Source: an optimization exercise on an open RTL-to-GDS flow (aim: small area). Production flows keep margins and buffers that such runs may drop.
The RTL was checked by simulation tests, not by an equivalence proof against the original design.
No activity file was given, so power comes from the tool's default toggle rates.

### flow/config.mk
export PLATFORM = sky130hd
export DESIGN_NAME = top_sdh_proc
export DESIGN_NICKNAME = top_sdh_proc
export VERILOG_FILES = /design/flow/design.v
export SDC_FILE = /design/flow/constraint.sdc
export NUM_CORES = 4
export LEC_CHECK = 0
export CAP_MARGIN = 20
export CORE_MARGIN = 2
export CORE_UTILIZATION = 60
export SLEW_MARGIN = 20
### flow/constraint.sdc
create_clock -name core_clock -period 5.0 [get_ports {sdh_clk}]
set_input_delay 1.0000 -clock core_clock [delete_from_list [all_inputs] [get_ports {sdh_clk}]]
set_output_delay 1.0000 -clock core_clock [all_outputs]
set_load 0.01 [all_outputs]
### flow/design.v
`timescale 1ns/1ps
module top_sdh_proc (
    input             rst_n,
    input             sdh_clk,
    input      [7:0]  sdh_tx_din,
    output            sdh_tx_din_req,
    output reg [31:0] sdh_gtx_fifo_data,
    output            sdh_gtx_fifo_wen,
    input      [7:0]  gtx_sdh_fifo_rdata,
    output reg [7:0]  rx_int_data,
    output reg        rx_int_data_vld,
    output            warn_out
);
reg [1:0] t_mu;
reg [8:0] t_col;
reg [3:0] t_row;         
reg       t_started;
reg [7:0] t_raw;         
reg       t_scr_en;
reg [6:0] t_scr;         
reg [7:0] t_out;         
reg [7:0] t_b1_acc;
reg [7:0] t_b1;
wire t_mu3    = (t_mu == 2'd3);
wire t_col269 = (t_col == 9'd269);
wire t_row0   = (t_row == 4'd0);
wire t_col0   = (t_col == 9'd0);
wire t_hi     = (t_col >= 9'd9);
wire t_sof_d  = t_row0 & t_col0 & (t_mu == 2'd2);
assign sdh_tx_din_req   = (t_hi & ~(t_col269 & t_mu3)) | ((t_col == 9'd8) & t_mu3);
assign sdh_gtx_fifo_wen = t_started & (t_mu == 2'd2);
always @(posedge sdh_clk or negedge rst_n)
  if (!rst_n) begin
    t_mu <= 2'd0; t_col <= 9'd0; t_row <= 4'd0; t_started <= 1'b0;
  end else begin
    t_mu <= t_mu + 1'b1;
    if (t_mu3) t_started <= 1'b1;
    if (t_mu3) begin
      if (t_col269) begin
        t_col <= 9'd0;
        t_row <= (t_row[2] & t_row[1]) ? 4'd0 : {t_row[2:0], ~(t_row[3] ^ t_row[0])};
      end else
        t_col <= t_col + 1'b1;
    end
  end
always @(posedge sdh_clk or negedge rst_n)
  if (!rst_n) begin
    t_raw <= 8'd0; t_scr_en <= 1'b0; t_out <= 8'd0; sdh_gtx_fifo_data <= 32'd0; t_b1_acc <= 8'd0;
  end else begin
    if (t_row0 && t_col <= 9'd2)       t_raw <= 8'hf6;
    else if (t_row0 && t_col <= 9'd5)  t_raw <= 8'h28;
    else if ((t_row == 4'd1) && t_col0 && (t_mu == 2'd0)) t_raw <= t_b1;
    else if (t_hi)                     t_raw <= sdh_tx_din;
    else                               t_raw <= 8'h55;
    t_scr_en <= ~(t_row0 & ~t_hi);
    t_out <= t_scr_en ? (t_raw ^ {t_scr[6] ^ t_scr[0], t_scr}) : t_raw;
    sdh_gtx_fifo_data <= {sdh_gtx_fifo_data[23:0], t_out};
    t_b1_acc <= t_sof_d ? t_out : (t_b1_acc ^ t_out);
  end
always @(posedge sdh_clk) begin
  if (!t_scr_en) t_scr <= 7'h7e;
  else t_scr <= {t_scr[5] ^ t_scr[4], t_scr[4] ^ t_scr[3], t_scr[3] ^ t_scr[2],
                 t_scr[2] ^ t_scr[1], t_scr[1] ^ t_scr[0], t_scr[0] ^ t_scr[6] ^ t_scr[5],
                 t_scr[6] ^ t_scr[4]};
  if (t_sof_d) t_b1 <= t_b1_acc;
end
reg [7:0] r_d1;
reg [2:0] r_sel;
reg       r_f6, r_f6e, r_28;
reg       r_sta;             
reg [3:0] r_cnt;             
reg       r_pos;
reg [2:0] r_sel_end;
reg [13:0] r_fc;
reg [3:0] r_fnd;             
reg [4:0] r_lost;            
reg       r_ok;
reg [2:0] r_loc;
reg [7:0] r_rec;
reg       r_lof, r_oof;
reg       r_ais;
reg [10:0] r_q;
reg        r_hi;             
reg [3:0] r_row;             
reg [6:0] r_dsc;
reg [7:0] r_b1_acc;
reg [7:0] r_b1;
reg       r_b1v_d, r_b1_ne, r_b1_err;
wire [14:0] win = {r_d1, gtx_sdh_fifo_rdata[7:1]};
wire [7:0] f6, m28;
genvar gi;
generate for (gi = 0; gi < 8; gi = gi + 1) begin : g_cmp
  assign f6[gi]  = (win[14-gi -: 8] == 8'hf6);
  assign m28[gi] = (win[14-gi -: 8] == 8'h28);
end endgenerate
wire       f6_any = |f6;
wire [2:0] code = {f6[4] | f6[5] | f6[6] | f6[7], f6[2] | f6[3] | f6[6] | f6[7], f6[1] | f6[3] | f6[5] | f6[7]};
wire [10:0] sh4 = r_loc[2] ? win[10:0] : win[14:4];
wire [8:0]  sh2 = r_loc[1] ? sh4[8:0] : sh4[10:2];
wire [7:0] rbyte = r_loc[0] ? sh2[7:0] : sh2[8:1];
wire       cnt11 = (r_cnt[2:0] == 3'b111);
wire [3:0] cnt_inc = {r_cnt[2:0], ~(r_cnt[3] ^ r_cnt[0])};
wire       fnd8 = r_fnd[2] & r_fnd[1];
wire       lost24 = r_lost[4] & ~r_lost[3] & ~r_lost[1] & ~r_lost[0];
wire       lost_lt5 = ~r_lost[4] & (r_lost[3] ? (r_lost[2:0] == 3'b110) : (r_lost[1] | ~r_lost[2]) & (r_lost[0] | ~r_lost[1]));
wire       hit = r_sta & r_28 & cnt11;
wire       tc = ({r_fc[13:11], r_fc[8:0]} == 12'b110_100000001);    
wire r_row0 = (r_row == 4'd0);
wire r_c0m0 = (r_q[8:0] == 9'd0);
wire r_q35  = ({r_q[9:8], r_q[6:3], r_q[1:0]} == 8'b11_0110_11);
wire r_wrap = ({r_q[10:8], r_q[6], r_q[4:0]} == 9'b111_0_10111);
wire r_dsc_en = ~(r_row0 & ~r_hi);
wire r_first  = r_row0 & r_c0m0;
wire r_b1v    = (r_row == 4'd1) & r_c0m0;
assign warn_out = r_oof | r_b1_err;
always @(posedge sdh_clk or negedge rst_n)
  if (!rst_n) begin
    r_d1 <= 8'd0; r_f6 <= 1'b0; r_f6e <= 1'b0;
    r_sta <= 1'b0; r_cnt <= 4'd0; r_pos <= 1'b0; r_fc <= 14'd0;
    r_fnd <= 4'd0; r_lost <= 5'd0; r_ok <= 1'b0; r_loc <= 3'd0; r_rec <= 8'd0;
    r_lof <= 1'b1; r_oof <= 1'b1; r_ais <= 1'b0;
    r_q <= 11'd0; r_hi <= 1'b0; r_row <= 4'd0;
    rx_int_data <= 8'd0; rx_int_data_vld <= 1'b0;
    r_b1_acc <= 8'd0; r_b1v_d <= 1'b0; r_b1_ne <= 1'b0; r_b1_err <= 1'b0;
  end else begin
    r_d1 <= gtx_sdh_fifo_rdata;
    r_f6  <= f6_any;
    r_f6e <= f6_any & (code == r_sel);
    if (!r_sta) begin
      if (r_f6e) begin
        if (cnt11) begin r_sta <= 1'b1; r_cnt <= 4'd0; end
        else r_cnt <= cnt_inc;
      end else
        r_cnt <= {3'd0, r_f6};
    end else begin
      if (r_28) begin
        if (cnt11) begin r_sta <= 1'b0; r_cnt <= 4'd0; end
        else r_cnt <= cnt_inc;
      end else begin
        r_sta <= (r_cnt == 4'd0) & r_f6e;
        r_cnt <= {3'd0, r_f6 & (r_cnt != 4'd0)};
      end
    end
    r_pos <= hit;
    r_fc <= (r_pos | tc) ? 14'd0 : {r_fc[12:0], ~(r_fc[13] ^ r_fc[4] ^ r_fc[2] ^ r_fc[0])};
    if (r_pos) begin
      if (!fnd8) r_fnd <= {r_fnd[2:0], ~(r_fnd[3] ^ r_fnd[0])};
    end else if (tc)
      r_fnd <= 4'd0;
    if (r_pos & tc) r_lost <= 5'd0;
    else if (tc & ~lost24) r_lost <= {r_lost[3:0], ~(r_lost[4] ^ r_lost[2])};
    r_ok <= r_pos & tc & (r_fnd == 4'd1);
    if (r_ok) r_loc <= r_sel_end;
    r_rec <= rbyte;
    if (r_lof) begin
      if (fnd8) begin r_lof <= 1'b0; r_oof <= 1'b0; end
    end else if (!r_oof) begin
      if (!lost_lt5) r_oof <= 1'b1;
    end else begin
      if (r_fnd[3:1] != 3'd0) r_oof <= 1'b0;
      else if (lost24) r_lof <= 1'b1;
    end
    r_ais <= r_lof;
    if (r_ok) begin
      r_q <= 11'd1807; r_hi <= 1'b0; r_row <= 4'd0;
    end else if (r_wrap) begin
      r_q <= 11'd0; r_hi <= 1'b0;
      r_row <= (r_row[2] & r_row[1]) ? 4'd0 : {r_row[2:0], ~(r_row[3] ^ r_row[0])};
    end else begin
      r_q <= {r_q[9:0], ~(r_q[10] ^ r_q[8])};
      if (r_q35) r_hi <= 1'b1;
    end
    if (r_ais) rx_int_data <= 8'hff;
    else if (r_dsc_en) rx_int_data <= r_rec ^ {r_dsc[6] ^ r_dsc[0], r_dsc};
    else rx_int_data <= r_rec;
    rx_int_data_vld <= r_hi;
    r_b1_acc <= r_first ? r_rec : (r_b1_acc ^ r_rec);
    r_b1v_d  <= r_b1v;
    r_b1_ne  <= r_b1v_d & (rx_int_data != r_b1);
    r_b1_err <= r_b1_ne;
  end
always @(posedge sdh_clk) begin
  if (f6_any) r_sel <= code;
  r_28 <= m28[r_sel];
  if (hit) r_sel_end <= r_sel;
  if (!r_dsc_en) r_dsc <= 7'h7e;
  else r_dsc <= {r_dsc[5] ^ r_dsc[4], r_dsc[4] ^ r_dsc[3], r_dsc[3] ^ r_dsc[2],
                 r_dsc[2] ^ r_dsc[1], r_dsc[1] ^ r_dsc[0], r_dsc[0] ^ r_dsc[6] ^ r_dsc[5],
                 r_dsc[6] ^ r_dsc[4]};
  if (r_first) r_b1 <= r_b1_acc;
end
endmodule
### flow/flow/run.sh
#!/bin/bash
# Own layout flow, built on the standard ORFS flow (standard.sh):
#  1. standard synthesis, unchanged (standard.sh synth)
#  2. the combinational logic of that netlist is mapped again for area (flow/resyn.sh,
#     flow/resyn.ys.in, flow/area.abc); every flip-flop keeps its instance name and cell
#     type. If this step fails or changes the flip-flops, the standard netlist is used.
#  3. standard.sh finish, with:
#     - port buffers of sky130_fd_sc_hd__buf_1
#     - clock tree of clkbuf_8 with a clkbuf_16 root and no dummy loads; leaves whose slew is
#       high are upsized to clkbuf_16 before global routing (flow/pre_grt.tcl)
#  4. the finished layout is checked (flow/check.tcl); on any slew or capacitance violation, a
#     clock-pin slew above 115 ps or little slack, steps 1-3 run again with a clock tree of
#     clkbuf_16 only and no clock-buffer resizing.
# Each tool's output goes to its own log file in the work folder; ORFS keeps each step's log
# under orfs/logs/.
W=$(pwd)
RES=$W/orfs/results/sky130hd/top_sdh_proc/base
CTS="-sink_clustering_enable -repair_clock_nets -dont_use_dummy_load"
CTS="$CTS -buf_list sky130_fd_sc_hd__clkbuf_8 -root_buf sky130_fd_sc_hd__clkbuf_16"
common=("CTS_ARGS=$CTS" "BUFFER_PORTS_ARGS=-buffer_cell sky130_fd_sc_hd__buf_1"
        "PRE_GLOBAL_ROUTE_TCL=$W/flow/pre_grt.tcl")

flops() { grep -E '^\s+sky130_fd_sc_hd__(df|edf|sdf|dl)' "$1" | awk '{print $1, $2}' | sort; }

synth_and_resyn() {  # $1: run tag
  bash standard.sh synth > "flow_synth_$1.log" 2>&1 || return 1
  cp "$RES/1_2_yosys.v" "$W/netlist_standard.v"
  if bash flow/resyn.sh "$W/netlist_standard.v" "$W/netlist_resyn.v" "$W/flow_resyn_$1.log" \
     && [ -s "$W/netlist_resyn.v" ] \
     && [ "$(flops "$W/netlist_standard.v" | md5sum)" = "$(flops "$W/netlist_resyn.v" | md5sum)" ] \
     && [ -n "$(flops "$W/netlist_resyn.v")" ]; then
    cp "$W/netlist_resyn.v" "$RES/1_2_yosys.v"
    rm -f "$RES/1_synth.odb" "$RES/1_synth.sdc"
    echo "resyn used" >> "flow_resyn_$1.log"
  else
    echo "resyn not used" >> "flow_resyn_$1.log"
  fi
}

check() {
  RES=$RES openroad -no_init -exit "$W/flow/check.tcl" > "$W/$1" 2>&1
  grep -q "CHECK pass" "$W/$1"
}

synth_and_resyn 1
if bash standard.sh "${common[@]}" finish > flow_make_1.log 2>&1 \
   && [ -f out/final.def ] && check flow_check_1.log; then
  exit 0
fi
# fallback: clock tree of clkbuf_16 only, left as CTS built it
rm -rf orfs out/final.def
synth_and_resyn 2
CTS2="-sink_clustering_enable -repair_clock_nets -dont_use_dummy_load"
CTS2="$CTS2 -buf_list sky130_fd_sc_hd__clkbuf_16 -root_buf sky130_fd_sc_hd__clkbuf_16"
bash standard.sh "CTS_ARGS=$CTS2" "BUFFER_PORTS_ARGS=-buffer_cell sky130_fd_sc_hd__buf_1" \
  finish > flow_make_2.log 2>&1
check flow_check_2.log || true
test -f out/final.def
### flow/flow/area.abc
strash
dch -f
map -a
topo
dnsize
strash
&get -n
&dch -f
&nf -R 1000
&put
strash
&get -n
&dch -f
&nf -R 1000
&put
buffer -c
topo
dnsize -c
### flow/flow/check.tcl
# Checks the finished layout: max slew / max cap violations and the flip-flop clock-pin slew.
set r $::env(RES)
read_liberty $::env(FLOW_HOME)/platforms/sky130hd/lib/sky130_fd_sc_hd__tt_025C_1v80.lib
read_db $r/6_final.odb
read_sdc $r/6_final.sdc
read_spef $r/6_final.spef
set_propagated_clock [all_clocks]
set mx 0
foreach p [get_pins -hierarchical */CLK] {
  foreach rf {rise fall} {
    set s [get_property $p slew_max_$rf]
    if {$s > $mx} {set mx $s}
  }
}
set bad [expr {[sta::max_slew_violation_count] + [sta::max_capacitance_violation_count]}]
puts "CHECK violations $bad clkslew $mx setup [worst_slack -max] hold [worst_slack -min]"
if {$bad > 0 || $mx > 0.115 || [worst_slack -max] < 0.1 || [worst_slack -min] < 0.02} {
  puts "CHECK fail"
} else {
  puts "CHECK pass"
}
### flow/flow/pre_grt.tcl
# Sourced by ORFS global_route.tcl before global routing (PRE_GLOBAL_ROUTE_TCL).
# Clock tree leaves are resized to the smallest clock buffer that keeps their estimated
# output slew low, then the placement is legalized again.
estimate_parasitics -placement
set_propagated_clock [all_clocks]
# Each clock buffer below the root gets the smallest clkbuf whose estimated output slew stays
# under 95 ps; the rest of the tree is left as CTS built it.
set sizes {sky130_fd_sc_hd__clkbuf_2 sky130_fd_sc_hd__clkbuf_4 sky130_fd_sc_hd__clkbuf_8 sky130_fd_sc_hd__clkbuf_16}
set n_up 0
foreach inst [get_cells clkbuf_*] {
  set master [get_property $inst ref_name]
  if {[lsearch $sizes $master] < 0} { continue }
  set out [get_pins -of_objects $inst -filter "direction==output"]
  set n [get_nets -of_objects $out]
  # leaves only: every load is a flip-flop clock pin
  set leaf 1
  foreach p [get_pins -of_objects $n -filter "direction==input"] {
    if {[get_property $p lib_pin_name] ne "CLK"} { set leaf 0 }
  }
  if {!$leaf} { continue }
  foreach m $sizes {
    replace_cell $inst $m
    set o [get_pins -of_objects $inst -filter "direction==output"]
    set s [expr {max([get_property $o slew_max_rise], [get_property $o slew_max_fall])}]
    if {$s <= 0.095} { break }
  }
  if {[get_property $inst ref_name] ne $master} { incr n_up }
}
puts "pre_grt: resized $n_up clock buffers"
if {$n_up > 0} {
  detailed_placement
  check_placement -verbose
  estimate_parasitics -placement
}
### flow/flow/resyn.sh
#!/bin/bash
# resyn.sh IN.v OUT.v LOG : area re-mapping of a mapped netlist (see resyn.ys.in)
D=$(cd "$(dirname "$0")" && pwd)
LIB=$FLOW_HOME/platforms/sky130hd/lib/sky130_fd_sc_hd__tt_025C_1v80.lib
DU=$(sed -n '/DONT_USE_CELLS/,/^$/p' $FLOW_HOME/platforms/sky130hd/config.mk | grep -o 'sky130_fd_sc_hd__[a-z0-9_]*' | sort -u | sed 's/^/-dont_use /' | tr '\n' ' ')
sed -e "s#@LIB@#$LIB#g" -e "s#@IN@#$1#" -e "s#@OUT@#$2#" -e "s#@TOP@#${FLOW_TOP:-top_sdh_proc}#g" \
    -e "s#@ABC@#$D/area.abc#" -e "s#@DONTUSE@#$DU#" $D/resyn.ys.in > "$2.ys"
yosys -l "$3" -q "$2.ys" > /dev/null 2>&1
### flow/flow/resyn.ys.in
# Re-maps the combinational logic of the standard synthesis's netlist for area.
# Registers (every flip-flop instance, its name and cell type) are kept as they are.
read_liberty -ignore_miss_func @LIB@
read_verilog @IN@
hierarchy -top @TOP@
setattr -mod -set keep_hierarchy 1 sky130_fd_sc_hd__df* sky130_fd_sc_hd__edf* sky130_fd_sc_hd__sdf* sky130_fd_sc_hd__dl* sky130_fd_sc_hd__conb*
flatten
blackbox sky130_fd_sc_hd__*
opt -purge
techmap
opt -purge
abc -liberty @LIB@ @DONTUSE@ -script @ABC@
opt_clean -purge
setundef -zero
splitnets
opt_clean -purge
hilomap -singleton -hicell sky130_fd_sc_hd__conb_1 HI -locell sky130_fd_sc_hd__conb_1 LO @TOP@
insbuf -buf sky130_fd_sc_hd__buf_4 A X @TOP@
rename -enumerate -pattern rsyn_%_
select -assert-none w:*:* w:*/*
select -clear
stat -liberty @LIB@
write_verilog -noattr -nohex -nodec @OUT@
### flow/standard.sh
#!/bin/bash
# synth_recipe.tcl (not shown) runs the flow's synth.tcl, then flattens the netlist and writes it again
# the make line also repeats each setting of config.mk as NAME=value (left out here)
make -C /OpenROAD-flow-scripts/flow DESIGN_CONFIG=/design/flow/config.mk WORK_HOME=/design/flow/orfs CLKGATE_MAP_FILE= SYNTH_SCRIPT=/design/flow/synth_recipe.tcl "${@:-finish}"
==> metrics.yaml <==
clock_sinks: 200
clk-insertion-delay-late_ns: 0.38
cts.path.max_buffers: 2
cp-start-kind: "flip-flop"
cp-end-kind: "primary output"
status: "finished clean"
fin_tns_setup_ns: 0
area_delta_synth_final_pct: 8.23
dp_cells: 849
drt_iter0_markers: 317
fp-row-count: 41
fin_crit_ns: 3.06
pre_cts_slack_ns: 2.32
gp_congestion: 0.895
die_area_um2: 13600
finalCoreUtilization: 0.660
timing.final.ws_setup_ns: 1.94
path_class: "reg2out"
synth_area_per_cell_um2: 12.2
arrival_ns: 2.06
p_clk_frac: 0.269
grt_pass1_wl_um: 22000
worstHoldStart: "r_b1_ne$_DFF_PN0_"
ctsHoldBuffers: 0
grt_max_degree: 94
post_cts_buffers: 0
skew_ns: 0.0263
drv_cap: 0
die_y_um: 117
fp.coreArea_um2: 12500
firstDrtPassIters: 5
drt_wl_total_um: 13400
powerDensity_nw_per_um2: 334
crit_required_ns: 4.00
die_w_um: 117
hp-class: "reg2reg"
p_sw_w: 0.000612
ant_nets: 0
yosys_warnings: 1
boundaryPins: 62
setup_viol: 0
cts.htree.levels: 4
wl_per_cell_um: 15.5
cts_resized: 0
diodes: 0
switching_share: 0.222
peakVddDrop_mv: 0.219
grt_antenna_before_repair: 0
syn_inst: 627
final_cells: 866
grtUsageTotal: 0.212
combinationalPowerShare: 0.072
fin_nets: 714
r2r-end: "t_b1_acc[7]$_DFF_PN0_"
dp_hpwl_um: 9530
p_int_w: 0.00215
rr_worst_depth: 8
rsz0062_at_grt: "false"
r2r_setup_slack_ns: 2.75
syn-cell-area_um2: 7630
drive_gt1_frac: 0.0476
period_share: 0.613
hold_end: "r_b1_err$_DFF_PN0_"
fin_area_um2: 8260
cts_inserted_buffers: 17
place_area_um2: 8030
final_max_slew_viol_count: 0
cts_tree: "built"
crit_fanout: 6
r2r_start: "t_col[7]$_DFFE_PN0P_"
grt-ovfl-total: 0
relSlewSlack: 0.412
vias_per_cell: 5.45
p_seq_frac: 0.659
route.vias.total: 4719
hold_viol: 0
port_buffers: 61
max_clock_freq_mhz: 326
worstMarginPinSlew_ns: 0.882
clk_pin_slew_worst_paths_ns: 0.09
ctsRootBufferMaster: "clkbuf_16"
syn_nets: 645
grt_pass1_vias: 4457
hold_path_depth: 0
initial_utilization: 0.610
p_leak_nw: 3.51
drc: 0
## power groups by stage
stage	clock (W)	sequential (W)	combinational, W
after global routing	0.000838	0.00184	0.000227
after detailed placement	0	0.00185	0.000203
after floorplan	0	0.00184	0.000130
after CTS	0.000796	0.00182	0.000203
after global placement	0	0.00185	0.000193
final	0.000745	0.00182	0.000199
## state kept, by name, summed over array words and instances (netlist names), 8 cells and up
register and flops:
sdh_gtx_fifo_data 32, r_b1_acc 8, t_b1 8, r_rec 8, rx_int_data 8, t_b1_acc 8, r_q 11, r_b1 8
t_raw 8, r_d1 8, r_fc 14, t_out 8, t_col 9
## final cells by class
cell class | count | area [um^2]
Tap cell | 172 | 215
Timing Repair Buffer | 63 | 260
Clock buffer | 17 | 231
Inverter | 7 | 26.3
Multi-Input combinational cell | 407 | 2490
Fill cell | 986 | 4260
Sequential cell | 200 | 5040
## cells in the final DEF, fill, tap and decap left out, drive strengths merged, types with 4 or more instances in the layout
cell	count
dfrtp	161
nand2	77
buf	63
xnor2	47
nor2	42
o21ai	35
a21oi	28
edfxtp	22
nand3	21
clkbuf	17
nor2b	16
dfxtp	15
and3	14
nor3	12
xor2	9
mux2i	9
nor4	8
a21o	8
a22o	8
inv	7
nand2b	7
and2	7
o22ai	5
nand4	5
mux2	4
a32o	4
## how the worst max path moves through the flow
stage / startpoint / endpoint / slack [ns] / depth (start not counted)
after floorplan: t_col[7]$_DFFE_PN0P_ / t_b1[0]$_DFFE_PP_ / 2.46 / 5
after global placement: t_col[7]$_DFFE_PN0P_ / sdh_tx_din_req / 2.36 / 5
after detailed placement: gtx_sdh_fifo_rdata[7] / r_sel[2]$_DFFE_PP_ / 2.32 / 6
after CTS: t_col[4]$_DFFE_PN0P_ / sdh_tx_din_req / 1.93 / 5
after global routing: t_col[7]$_DFFE_PN0P_ / sdh_tx_din_req / 1.64 / 5
final: t_col[7]$_DFFE_PN0P_ / sdh_tx_din_req / 1.94 / 5
## worst max-delay path, cell delays in order, from the launching register on
cell	delay, ns
dfrtp_1	0.40
nor4_1	0.43
nand2b_1	0.16
a21oi_1	0.38
o21ai_0	0.16
buf_1	0.15
## routing by layer
metal	vias up	share of wire	GRT usage
met3	14	0.047	0.0530
met4	0	0.011	0.0690
met5	-	0	0
met2	105	0.45	0.313
li1	2314	-	-
met1	2286	0.49	0.315
## stage by stage
| stage | power (W) | hold WS (ns) |
|---|---|---|
| after floorplan | 0.00197 | 0.331 |
| after global placement | 0.00205 | 0.349 |
| after detailed placement | 0.00205 | 0.335 |
| after CTS | 0.00282 | 0.355 |
| after global routing | 0.00290 | 0.374 |
| final | 0.00276 | 0.354 |

## separate check: timing with driven ports
No port has a modelled driver above. Below, the same layout with a new extraction and two added sets of constraints.
Step 1 (the two cells are an assumption about what drives the block):
set clk [get_ports {sdh_clk}]
set_driving_cell -lib_cell sky130_fd_sc_hd__clkbuf_16 $clk
set_driving_cell -lib_cell sky130_fd_sc_hd__buf_2 [delete_from_list [all_inputs] $clk]
Step 2 adds t to the input delays and takes it off the output delays; t is the mean of the earliest and latest rising clock arrival at the registers after step 1. Input paths then give back, and output paths get back, about the clock's delay inside the block.
a / b / c = ideal / step 1 / step 2; a / b = the first two.
t (ns): 0.411
slack for setup (ns): 1.936 / 1.892 / 2.279
hold WS [ns]: 0.354 / 0.354 / 0.354
slew at the worst register clock pin (ns): 0.09 / 0.09
After both steps this run still meets setup and hold. For this run, drivers alone change the setup slack by -0.044 ns; drivers and shift together by +0.343 ns.
